Background: an optimization exercise with open tools, aiming at small area. Do not read the settings as production practice.
Where RTL was checked, it was by simulation tests only, not by an equivalence proof against the original.

==> job 9365: inputs <==
Design engine_v, start of the top module:
module engine_v (
	clk,
	reset,
	ram_addr,
	ram_wdata,
	ram_we,
	ram_re,
	ram_rdata,
	spi_cs,
	spi_sck,
	spi_mosi,
	spi_miso,
	uart_txd
	);
==> module mf8_pcs, before the edit <==
module mf8_pcs(Clk, Reset, Offs_In, Pause, RJmp, PC, NPC);
	input	Clk;
	input	Reset;
	input	[8:0]	Offs_In;
	input	Pause;
	input	RJmp;
	output	[8:0]	PC;
	output	[8:0]	NPC;
	reg 	[8:0]	PC_i;
	wire	[8:0]	real_offset;
	assign	PC	= PC_i;
	assign	real_offset	= (RJmp == 1'b0) ? {8'b0, ~Pause} : Offs_In;
	assign	NPC	= Reset ? 9'h1ff : PC_i + real_offset;
	always @(posedge Clk)
		PC_i	<= NPC;
endmodule
==> module mf8_core, before the edit <==
module mf8_core (
   Clk,
   Reset,
   ROM_Addr,
   ROM_Data,
   ZZ,
   ram_datain,
   ram_write,
   ram_read_req,
   IO_Wr,
   IO_Addr,
   IO_RData,
   IO_WData);
input   Clk;
input   Reset;
output  [8:0] ROM_Addr;
input   [15:0] ROM_Data;
output  [15:0] ZZ;
input   [7:0] ram_datain;
output  ram_write;
output  ram_read_req;
output  IO_Wr;
output  [1:0] IO_Addr;
input   [7:0] IO_RData;
output  [7:0] IO_WData;
reg     Valid;
reg     Rst_r;
reg     DidPause;
reg     Reg_Wr_ID;
reg     RAM_Rd;
reg     [1:0] SREG_i;
wire    [8:0] PC;
wire    [8:0] NPC;
wire    [15:0] Z;
wire    [7:0] Rd_Data;
wire    [7:0] Rr_Data;
wire    [7:0] Q;
wire    [1:0] Status_D;
wire    Status_Wr;
wire    Z_Skip;
wire    Do_SUB;
reg     [15:0] IR;
always @(posedge Clk)
	IR <= ROM_Data;
wire    [15:0] Inst = Valid ? IR : 16'h0000;
wire    Imm_Op  = Inst[15:12] == 4'b0011 | Inst[15:14] == 2'b01 | Inst[15:12] == 4'b1110;
wire    Pause   = Inst[15:10] == 6'b100000;
wire    Is_LD   = Pause & ~Inst[9];
wire    Is_ST   = Pause &  Inst[9];
wire    Is_IN   = Inst[15:11] == 5'b10110;
wire    Is_OUT  = Inst[15:11] == 5'b10111;
wire    Do_PASSB = Inst[15:10] == 6'b001011 | Inst[15:12] == 4'b1011 | Inst[15:12] == 4'b1110 | DidPause;
wire    CBranch = Inst[15:11] == 5'b11110;
wire    [1:0] Bit_Pattern = {Inst[2:0] == 3'b001, Inst[2:0] == 3'b000};
wire    Flag    = (SREG_i & Bit_Pattern) != 2'b00;
wire    RJmp    = Inst[15:12] == 4'b1100 | CBranch & (Flag ^ Inst[10]);
wire    Inst_Skip = Z_Skip | RJmp;
wire    PCPause = Rst_r | Pause & ~DidPause;
wire    [8:0] Offset = CBranch ? {{2{Inst[9]}}, Inst[9:3]} : Inst[8:0];
wire    Reg_Wr =
	Inst[15:12] == 4'b0010 |
	Inst[15:14] == 2'b01 |
	Inst[15:11] == 5'b00001 |
	Inst[15:11] == 5'b00011 |
	Inst[15:12] == 4'b1110 |
	Inst[15:9] == 7'b1001010 & Inst[3:1] != 3'b100 |
	Inst[15:11] == 5'b10110 |
	Reg_Wr_ID;
wire    [4:0] Rd_Addr = {Inst[8] | Imm_Op, Inst[7:4]};
wire    [4:0] Rr_Addr = {Inst[9], Inst[3:0]};
wire    [7:0] Imm = {Inst[11:8], Inst[3:0]};
wire    [7:0] Pass_Mux = Imm_Op ? Imm : RAM_Rd ? ram_datain : Is_IN ? IO_RData : Rr_Data;
wire    [7:0] Op_Mux   = Imm_Op ? Imm : Rr_Data;
wire    [7:0] Wr_Data  = Do_PASSB ? Pass_Mux : Q;
assign ROM_Addr = NPC;
assign ZZ = {Z[15:2], Z[1:0] ^ IR[1:0]};
assign ram_write = Is_ST & ~DidPause;
assign ram_read_req = Is_LD & ~DidPause;
assign IO_Wr = Is_OUT;
assign IO_Addr = {Inst[9], Inst[3]};
assign IO_WData = Rd_Data;
always @(posedge Clk) begin
	Reg_Wr_ID <= ram_read_req;
	RAM_Rd <= ram_read_req;
	if (Status_Wr) SREG_i <= Status_D;
	if (Reset) begin
		Rst_r <= 1'b1;
		Valid <= 1'b0;
		DidPause <= 1'b0;
	end else begin
		Rst_r <= 1'b0;
		Valid <= ~(Inst_Skip | Rst_r);
		DidPause <= Pause & ~DidPause;
	end
end
mf8_alu alu (
	.Inst		(Inst),
	.A		(Rd_Data),
	.B		(Op_Mux),
	.Q		(Q),
	.SREG		(SREG_i),
	.Do_SUB		(Do_SUB),
	.Z_Skip		(Z_Skip),
	.Status_D	(Status_D),
	.Status_Wr	(Status_Wr)
);
mf8_pcs mf8_pc (
	.Clk		(Clk),
	.Reset		(Reset),
	.Offs_In	(Offset),
	.Pause		(PCPause),
	.RJmp		(RJmp),
	.PC		(PC),
	.NPC		(NPC)
);
mf8_reg pr (
	.Clk		(Clk),
	.Wr		(Reg_Wr),
	.Rd_Addr	(Rd_Addr),
	.Rr_Addr	(Rr_Addr),
	.Data_In	(Wr_Data),
	.Rd_Data	(Rd_Data),
	.Rr_Data	(Rr_Data),
	.Z		(Z)
);
endmodule
==> flow/config.mk <==
export PLATFORM = sky130hd
export DESIGN_NAME = engine_v
export DESIGN_NICKNAME = engine_v
export VERILOG_FILES = /design/flow/design.v
export SDC_FILE = /design/flow/constraint.sdc
export NUM_CORES = 4
export LEC_CHECK = 0
export CAP_MARGIN = 20
export CELL_PAD_IN_SITES_DETAIL_PLACEMENT = 1
export CELL_PAD_IN_SITES_GLOBAL_PLACEMENT = 2
export CORE_MARGIN = 2
export CORE_UTILIZATION = 25
export CTS_BUF_LIST = sky130_fd_sc_hd__clkbuf_8
export GPL_TIMING_DRIVEN = 0
export PLACE_DENSITY = 0.45
export SETUP_SLACK_MARGIN = 0.1
export SLEW_MARGIN = 20
export SYNTH_MEMORY_MAX_BITS = 16384
==> flow/constraint.sdc <==
create_clock -name core_clock -period 10.0 [get_ports {clk}]
set_input_delay 2.0000 -clock core_clock [delete_from_list [all_inputs] [get_ports {clk}]]
set_output_delay 2.0000 -clock core_clock [all_outputs]
set_load 0.01 [all_outputs]
standard.sh (not shown) runs the stock make flow with config.mk's settings and CLKGATE_MAP_FILE= SYNTH_SCRIPT=/design/flow/synth_recipe.tcl, a recipe that flattens the netlist after the stock synthesis.
==> flow/flow/run.sh <==
#!/bin/bash
# Layout flow: the standard synthesis, then the combinational logic between
# the registers is re-mapped for area with ABC (registers, their cells and
# names are kept as the standard synthesis made them), then the standard
# layout from floorplan to finish.  Each tool writes its own log here.
set -euo pipefail
W=$(pwd)
R=$W/orfs/results/sky130hd/engine_v/base
LIB=$FLOW_HOME/platforms/sky130hd/lib/sky130_fd_sc_hd__tt_025C_1v80.lib

# 1. standard synthesis
bash standard.sh synth > $W/std_synth.log 2>&1
cp $R/1_2_yosys.v $W/1_2_yosys_std.v

# 2. re-map the combinational cells for area
python3 flow/genmap.py $LIB > $W/cellmap.v 2> $W/genmap.log
DU=$(sed -n '/DONT_USE_CELLS += /,/^$/p' $FLOW_HOME/platforms/sky130hd/config.mk | grep -o 'sky130_fd_sc_hd__[a-z0-9_]*' | sed 's/^/-dont_use /' | tr '\n' ' ')
cat > $W/post_opt.ys <<EOS
read_liberty -lib $LIB
read_verilog $W/1_2_yosys_std.v
hierarchy -top engine_v
techmap -map $W/cellmap.v
techmap
opt -purge
abc -liberty $LIB $DU -script $W/flow/opt.script
opt_clean -purge
hilomap -singleton -hicell sky130_fd_sc_hd__conb_1 HI -locell sky130_fd_sc_hd__conb_1 LO
splitnets
opt_clean -purge
stat -liberty $LIB
write_verilog -noattr -nohex -nodec $W/1_2_yosys_opt.v
EOS
yosys -s $W/post_opt.ys > $W/post_opt.log 2>&1
cp $W/1_2_yosys_opt.v $R/1_2_yosys.v
rm -f $R/1_synth.odb $R/1_synth.sdc

# 3. standard layout from the re-mapped netlist
bash standard.sh finish > $W/std_layout.log 2>&1
Other scripts of this flow, unchanged in this note and not shown: flow/flow/genmap.py, flow/flow/opt.script
==> job 9856: changes against job 9365 <==
--- a/flow/design.v
+++ b/flow/design.v
@@ -84,3 +84,3 @@
 endmodule
-module mf8_pcs(Clk, Reset, Offs_In, Pause, RJmp, PC, NPC);
+module mf8_pcs(Clk, Reset, Offs_In, Pause, RJmp, PC);
 	input	Clk;
@@ -91,3 +91,2 @@
 	output	[8:0]	PC;
-	output	[8:0]	NPC;
 	reg 	[8:0]	PC_i;
@@ -96,5 +95,9 @@
 	assign	real_offset	= (RJmp == 1'b0) ? {8'b0, ~Pause} : Offs_In;
-	assign	NPC	= Reset ? 9'h1ff : PC_i + real_offset;
-	always @(posedge Clk)
-		PC_i	<= NPC;
+	always @(posedge Clk) begin
+		if (Reset == 1'b1) begin
+			PC_i	<= 9'h1ff;
+		end else begin
+			PC_i	<= PC_i + real_offset;
+		end
+	end
 endmodule
@@ -170,3 +173,2 @@
 wire    [8:0] PC;
-wire    [8:0] NPC;
 wire    [15:0] Z;
@@ -179,6 +181,3 @@
 wire    Do_SUB;
-reg     [15:0] IR;
-always @(posedge Clk)
-	IR <= ROM_Data;
-wire    [15:0] Inst = Valid ? IR : 16'h0000;
+wire    [15:0] Inst = Valid ? ROM_Data : 16'h0000;
 wire    Imm_Op  = Inst[15:12] == 4'b0011 | Inst[15:14] == 2'b01 | Inst[15:12] == 4'b1110;
@@ -212,4 +211,4 @@
 wire    [7:0] Wr_Data  = Do_PASSB ? Pass_Mux : Q;
-assign ROM_Addr = NPC;
-assign ZZ = {Z[15:2], Z[1:0] ^ IR[1:0]};
+assign ROM_Addr = PC;
+assign ZZ = {Z[15:2], Z[1:0] ^ ROM_Data[1:0]};
 assign ram_write = Is_ST & ~DidPause;
@@ -250,4 +249,3 @@
 	.RJmp		(RJmp),
-	.PC		(PC),
-	.NPC		(NPC)
+	.PC		(PC)
 );
- CTS_BUF_LIST: sky130_fd_sc_hd__clkbuf_8 -> default
- SETUP_SLACK_MARGIN: 0.1 -> default
==> notes.md <==
item                                                                        job 9856        job 9365
Post-route cell area                                                     0.0187 mm^2     0.0188 mm^2
Diodes inserted                                                                   10              13
Sequential cells                                                                 180             196
Netlist area before placement                                            0.0149 mm^2     0.0152 mm^2
Reg area                                                                0.00526 mm^2    0.00555 mm^2
Number of sinks handled by clock tree synthesis                                  180             196
Placement Rows                                                                    89              90
Proportion of cell area occupied by multi-input gates                          55.0%           53.9%
Final clock-cell share                                                         3.35%           2.28%
Met2 GRT Util                                                                  53.8%           71.7%
Launch point of the worst reg-to-reg path                    cpu.core.mf8_pc.PC_i[0]  cpu.core.IR[0]
Routability cong.                                                               1.10            1.12
Status                                                    complete, but fails checks  finished clean
Layout check failures                                           negative setup slack               -
Number of setup violations in the final report                                     2               0
Core area                                                                0.0590 mm^2     0.0604 mm^2

---

==> run B: inputs <==
Another version of the RTL of engine_v (not shown whole).
==> module mf8_reg, before the edit <==
module mf8_reg(Clk, Wr, Rd_Addr, Rr_Addr, Data_In, Rd_Data, Rr_Data, Z);
	input Clk;
	input Wr;
	input [4:0] Rd_Addr;
	input [4:0] Rr_Addr;
	input [7:0] Data_In;
	output [7:0] Rd_Data;
	output [7:0] Rr_Data;
	output [15:0] Z;
	reg  [255:0] RF;
	wire [7:0] W [0:31];
	genvar i;
	generate
		for (i = 0; i < 32; i = i + 1) begin : g
			if (i < 2 || i >= 10) begin : u
				always @(posedge Clk)
					if (Wr && Rd_Addr == i) RF[8*i +: 8] <= Data_In;
				assign W[i] = RF[8*i +: 8];
			end else if (i >= 8) begin : a0
				assign W[i] = RF[8*(i-8) +: 8];
			end else begin : a1
				assign W[i] = RF[8*(i+8) +: 8];
			end
		end
	endgenerate
	assign Rd_Data = W[Rd_Addr];
	assign Rr_Data = W[Rr_Addr];
	assign Z = RF[255:240];
endmodule
export LEC_CHECK = 0
export CAP_MARGIN = 20
export CORE_MARGIN = 2
export CORE_UTILIZATION = 30
export SLEW_MARGIN = 20
export SYNTH_MEMORY_MAX_BITS = 16384
create_clock -name core_clock -period 10.0 [get_ports {clk}]
run.sh (not shown) runs the stock make flow with config.mk's settings and CLKGATE_MAP_FILE= SYNTH_SCRIPT=/design/flow/synth_recipe.tcl, a recipe that flattens the netlist after the stock synthesis.
Stock flow here: none of the scripts above is used.
==> run E (differences from run B) <==
--- a/flow/design.v
+++ b/flow/design.v
@@ -112,5 +112,6 @@
 	output [15:0] Z;
 	reg  [255:0] RF;
-	wire [7:0] W [0:31];
+	reg  [7:0] rd, rr;
+	integer j;
 	genvar i;
 	generate
@@ -119,14 +120,18 @@
 				always @(posedge Clk)
 					if (Wr && Rd_Addr == i) RF[8*i +: 8] <= Data_In;
-				assign W[i] = RF[8*i +: 8];
-			end else if (i >= 8) begin : a0
-				assign W[i] = RF[8*(i-8) +: 8];
-			end else begin : a1
-				assign W[i] = RF[8*(i+8) +: 8];
 			end
 		end
 	endgenerate
-	assign Rd_Data = W[Rd_Addr];
-	assign Rr_Data = W[Rr_Addr];
+	always @(*) begin
+		rd = 8'h00;
+		rr = 8'h00;
+		for (j = 0; j < 32; j = j + 1)
+			if (j < 2 || j >= 10) begin
+				rd = rd | (RF[8*j +: 8] & {8{Rd_Addr == j}});
+				rr = rr | (RF[8*j +: 8] & {8{Rr_Addr == j}});
+			end
+	end
+	assign Rd_Data = rd;
+	assign Rr_Data = rr;
 	assign Z = RF[255:240];
 endmodule
==> flow/flow/run.sh (new file) <==
#!/bin/bash
# Layout flow: the standard synthesis, then the combinational logic between
# the registers is re-mapped for area with ABC (registers, their cells and
# names are kept as the standard synthesis made them), then the standard
# layout from floorplan to finish.  Each tool writes its own log here.
set -euo pipefail
W=$(pwd)
R=$W/orfs/results/sky130hd/engine_v/base
LIB=$FLOW_HOME/platforms/sky130hd/lib/sky130_fd_sc_hd__tt_025C_1v80.lib

# 1. standard synthesis
bash standard.sh synth > $W/std_synth.log 2>&1
cp $R/1_2_yosys.v $W/1_2_yosys_std.v

# 2. re-map the combinational cells for area
python3 flow/genmap.py $LIB > $W/cellmap.v 2> $W/genmap.log
DU=$(sed -n '/DONT_USE_CELLS += /,/^$/p' $FLOW_HOME/platforms/sky130hd/config.mk | grep -o 'sky130_fd_sc_hd__[a-z0-9_]*' | sed 's/^/-dont_use /' | tr '\n' ' ')
cat > $W/post_opt.ys <<EOS
read_liberty -lib $LIB
read_verilog $W/1_2_yosys_std.v
hierarchy -top engine_v
techmap -map $W/cellmap.v
techmap
opt -purge
abc -liberty $LIB $DU -script $W/flow/opt.script
opt_clean -purge
hilomap -singleton -hicell sky130_fd_sc_hd__conb_1 HI -locell sky130_fd_sc_hd__conb_1 LO
splitnets
opt_clean -purge
stat -liberty $LIB
write_verilog -noattr -nohex -nodec $W/1_2_yosys_opt.v
EOS
yosys -s $W/post_opt.ys > $W/post_opt.log 2>&1
cp $W/1_2_yosys_opt.v $R/1_2_yosys.v
rm -f $R/1_synth.odb $R/1_synth.sdc

# 3. standard layout from the re-mapped netlist
bash standard.sh finish > $W/std_layout.log 2>&1
==> flow/flow/genmap.py (new file) <==
# generate a yosys techmap file turning sky130hd combinational cells into generic logic
import re, sys
lib=open(sys.argv[1]).read()
out=[]
for m in re.finditer(r'\n\s*cell\s*\(\s*"?([\w]+)"?\s*\)\s*\{', lib):
    name=m.group(1)
    # extract cell body by brace matching
    i=m.end(); depth=1
    while depth:
        c=lib[i]
        if c=='{': depth+=1
        elif c=='}': depth-=1
        i+=1
    body=lib[m.end():i]
    if re.search(r'\b(ff|latch|statetable)\s*\(', body): continue
    if 'dont_use : true' in body: continue
    pins=[]
    for pm in re.finditer(r'\n\s*pin\s*\(\s*"?(\w+)"?\s*\)\s*\{', body):
        j=pm.end(); d=1
        while d:
            c=body[j]
            if c=='{': d+=1
            elif c=='}': d-=1
            j+=1
        pb=body[pm.end():j]
        dm=re.search(r'direction\s*:\s*"?(\w+)"?',pb)
        fm=re.search(r'\bfunction\s*:\s*"([^"]*)"',pb)
        pins.append((pm.group(1), dm.group(1) if dm else None, fm.group(1) if fm else None))
    outs=[p for p in pins if p[1]=='output']
    ins=[p for p in pins if p[1]=='input']
    if not outs or any(p[2] is None for p in outs): continue
    if any(p[1] not in ('input','output') for p in pins): continue
    def conv(f):
        f=f.replace('!','~').replace('+','|').replace('*','&')
        f=re.sub(r"(\w+)'", r"(~\1)", f)
        # implicit AND by whitespace between operands
        f=re.sub(r'([\w\)])\s+(?=[\w\(~])', r'\1 & ', f)
        return f
    ports=[p[0] for p in ins]+[p[0] for p in outs]
    s='module %s(%s);\n'%(name, ', '.join(ports))
    for p in ins: s+='  input %s;\n'%p[0]
    for p in outs: s+='  output %s;\n  assign %s = %s;\n'%(p[0],p[0],conv(p[2]))
    s+='endmodule\n'
    out.append((name,s))
print('\n'.join(s for n,s in out))
sys.stderr.write('%d cells\n'%len(out))
==> flow/flow/opt.script (new file) <==
strash
&get -n
&st
&dch
&nf -R 1000
&put
topo
==> flow/standard.sh (new file) <==
#!/bin/bash
# synth_recipe.tcl (not shown) runs the flow's synth.tcl, then flattens the netlist and writes it again
# the make line also repeats each setting of config.mk as NAME=value (left out here)
make -C /OpenROAD-flow-scripts/flow DESIGN_CONFIG=/design/flow/config.mk WORK_HOME=/design/flow/orfs CLKGATE_MAP_FILE= SYNTH_SCRIPT=/design/flow/synth_recipe.tcl "${@:-finish}"
--- a/flow/config.mk
+++ b/flow/config.mk
@@ -8,5 +8,6 @@
 export CAP_MARGIN = 20
 export CORE_MARGIN = 2
-export CORE_UTILIZATION = 30
+export CORE_UTILIZATION = 50
+export PLACE_DENSITY = 0.65
 export SLEW_MARGIN = 20
 export SYNTH_MEMORY_MAX_BITS = 16384
removed: flow/run.sh
==> run Y (differences from run B) <==
--- a/flow/design.v
+++ b/flow/design.v
@@ -112,5 +112,6 @@
 	output [15:0] Z;
 	reg  [255:0] RF;
-	wire [7:0] W [0:31];
+	reg  [7:0] rd, rr;
+	integer j;
 	genvar i;
 	generate
@@ -119,14 +120,18 @@
 				always @(posedge Clk)
 					if (Wr && Rd_Addr == i) RF[8*i +: 8] <= Data_In;
-				assign W[i] = RF[8*i +: 8];
-			end else if (i >= 8) begin : a0
-				assign W[i] = RF[8*(i-8) +: 8];
-			end else begin : a1
-				assign W[i] = RF[8*(i+8) +: 8];
 			end
 		end
 	endgenerate
-	assign Rd_Data = W[Rd_Addr];
-	assign Rr_Data = W[Rr_Addr];
+	always @(*) begin
+		rd = 8'h00;
+		rr = 8'h00;
+		for (j = 0; j < 32; j = j + 1)
+			if (j < 2 || j >= 10) begin
+				rd = rd | (RF[8*j +: 8] & {8{Rd_Addr == j}});
+				rr = rr | (RF[8*j +: 8] & {8{Rr_Addr == j}});
+			end
+	end
+	assign Rd_Data = rd;
+	assign Rr_Data = rr;
 	assign Z = RF[255:240];
 endmodule
==> flow/flow/run.sh (new file) <==
#!/bin/bash
# Layout flow: the standard synthesis, then the combinational logic between
# the registers is re-mapped for area with ABC (registers, their cells and
# names are kept as the standard synthesis made them), then the standard
# layout from floorplan to finish.  Each tool writes its own log here.
set -euo pipefail
W=$(pwd)
R=$W/orfs/results/sky130hd/engine_v/base
LIB=$FLOW_HOME/platforms/sky130hd/lib/sky130_fd_sc_hd__tt_025C_1v80.lib

# 1. standard synthesis
bash standard.sh synth > $W/std_synth.log 2>&1
cp $R/1_2_yosys.v $W/1_2_yosys_std.v

# 2. re-map the combinational cells for area
python3 flow/genmap.py $LIB > $W/cellmap.v 2> $W/genmap.log
DU=$(sed -n '/DONT_USE_CELLS += /,/^$/p' $FLOW_HOME/platforms/sky130hd/config.mk | grep -o 'sky130_fd_sc_hd__[a-z0-9_]*' | sed 's/^/-dont_use /' | tr '\n' ' ')
cat > $W/post_opt.ys <<EOS
read_liberty -lib $LIB
read_verilog $W/1_2_yosys_std.v
hierarchy -top engine_v
techmap -map $W/cellmap.v
techmap
opt -purge
abc -liberty $LIB $DU -script $W/flow/opt.script
opt_clean -purge
hilomap -singleton -hicell sky130_fd_sc_hd__conb_1 HI -locell sky130_fd_sc_hd__conb_1 LO
splitnets
opt_clean -purge
stat -liberty $LIB
write_verilog -noattr -nohex -nodec $W/1_2_yosys_opt.v
EOS
yosys -s $W/post_opt.ys > $W/post_opt.log 2>&1
cp $W/1_2_yosys_opt.v $R/1_2_yosys.v
rm -f $R/1_synth.odb $R/1_synth.sdc

# 3. standard layout from the re-mapped netlist
bash standard.sh finish > $W/std_layout.log 2>&1
==> flow/flow/genmap.py (new file) <==
# generate a yosys techmap file turning sky130hd combinational cells into generic logic
import re, sys
lib=open(sys.argv[1]).read()
out=[]
for m in re.finditer(r'\n\s*cell\s*\(\s*"?([\w]+)"?\s*\)\s*\{', lib):
    name=m.group(1)
    # extract cell body by brace matching
    i=m.end(); depth=1
    while depth:
        c=lib[i]
        if c=='{': depth+=1
        elif c=='}': depth-=1
        i+=1
    body=lib[m.end():i]
    if re.search(r'\b(ff|latch|statetable)\s*\(', body): continue
    if 'dont_use : true' in body: continue
    pins=[]
    for pm in re.finditer(r'\n\s*pin\s*\(\s*"?(\w+)"?\s*\)\s*\{', body):
        j=pm.end(); d=1
        while d:
            c=body[j]
            if c=='{': d+=1
            elif c=='}': d-=1
            j+=1
        pb=body[pm.end():j]
        dm=re.search(r'direction\s*:\s*"?(\w+)"?',pb)
        fm=re.search(r'\bfunction\s*:\s*"([^"]*)"',pb)
        pins.append((pm.group(1), dm.group(1) if dm else None, fm.group(1) if fm else None))
    outs=[p for p in pins if p[1]=='output']
    ins=[p for p in pins if p[1]=='input']
    if not outs or any(p[2] is None for p in outs): continue
    if any(p[1] not in ('input','output') for p in pins): continue
    def conv(f):
        f=f.replace('!','~').replace('+','|').replace('*','&')
        f=re.sub(r"(\w+)'", r"(~\1)", f)
        # implicit AND by whitespace between operands
        f=re.sub(r'([\w\)])\s+(?=[\w\(~])', r'\1 & ', f)
        return f
    ports=[p[0] for p in ins]+[p[0] for p in outs]
    s='module %s(%s);\n'%(name, ', '.join(ports))
    for p in ins: s+='  input %s;\n'%p[0]
    for p in outs: s+='  output %s;\n  assign %s = %s;\n'%(p[0],p[0],conv(p[2]))
    s+='endmodule\n'
    out.append((name,s))
print('\n'.join(s for n,s in out))
sys.stderr.write('%d cells\n'%len(out))
==> flow/flow/opt.script (new file) <==
strash
&get -n
&st
&dch
&nf -R 1000
&put
topo
==> flow/standard.sh (new file) <==
#!/bin/bash
# synth_recipe.tcl (not shown) runs the flow's synth.tcl, then flattens the netlist and writes it again
# the make line also repeats each setting of config.mk as NAME=value (left out here)
make -C /OpenROAD-flow-scripts/flow DESIGN_CONFIG=/design/flow/config.mk WORK_HOME=/design/flow/orfs CLKGATE_MAP_FILE= SYNTH_SCRIPT=/design/flow/synth_recipe.tcl "${@:-finish}"
--- a/flow/config.mk
+++ b/flow/config.mk
@@ -8,5 +8,5 @@
 export CAP_MARGIN = 20
 export CORE_MARGIN = 2
-export CORE_UTILIZATION = 30
+export CORE_UTILIZATION = 40
 export SLEW_MARGIN = 20
 export SYNTH_MEMORY_MAX_BITS = 16384
removed: flow/run.sh
==> impl_metrics.yaml <==
outcome:
  stop_stage: "global routing (5_1_grt)"
  status: "aborted with a tool error"
  firstError: "[ERROR GRT-0116] Global routing finished with congestion. Check the congestion regions in the DRC Viewer."
die:
  initial_core_util_pct: 50.9
yosys:
  syn_nets: 2239
grt:
  grt_pass1_vias: 27000
  grtUsageTotal_pct: 75.9
the above is filed under run E

==> impl_metrics.yaml <==
outcome:
  status: "aborted with a tool error"
  stop_stage: "global routing (5_1_grt)"
  firstError: "[ERROR GRT-0116] Global routing finished with congestion. Check the congestion regions in the DRC Viewer."
grt:
  grtUsageTotal_pct: 70.0
yosys:
  syn_nets: 2239
the above is filed under run Y

==> impl_metrics.yaml <==
placement:
  hpwl_microns: 118000
  placed_cell_area_sq_um: 22900
  io_buffers: 39
die:
  initial_core_util_pct: 30.3
outcome:
  status: "no timing/DRC/antenna violations"
grt:
  grtUsageTotal_pct: 43.4
flow_run:
  timing.max_cap.violations: 0
yosys:
  syn_nets: 2735
  synth_edf_count: 194
the above is filed under run B

The RTL of run E and run Y was laid out without a check of its function.

-- port drivers added, routing unchanged --
The results above use ideal ports. As a check the final layouts listed here were re-extracted and re-timed, cells and wires unchanged.
Step 1, drivers: a clkbuf_16 drives clk and a buf_2 each remaining input, both assumed.
Step 2 also shifts input and output timing later by t, the mid clock arrival at the registers, as if the neighbouring blocks saw the same clock.
a / b / c = no drivers / after step 1 / after step 2; a / b = the first two.
run | t (ns) | setup WS [ns] | worst register clock-pin slew, ns
job 9365 | 0.552 | 0.563 / 0.563 / 0.563 | 0.12 / 0.12
job 9856 | 0.512 | -0.047 / -0.101 / 0.087 | 0.09 / 0.09
run B | 0.636 | 1.553 / 1.553 / 1.553 | 0.08 / 0.08
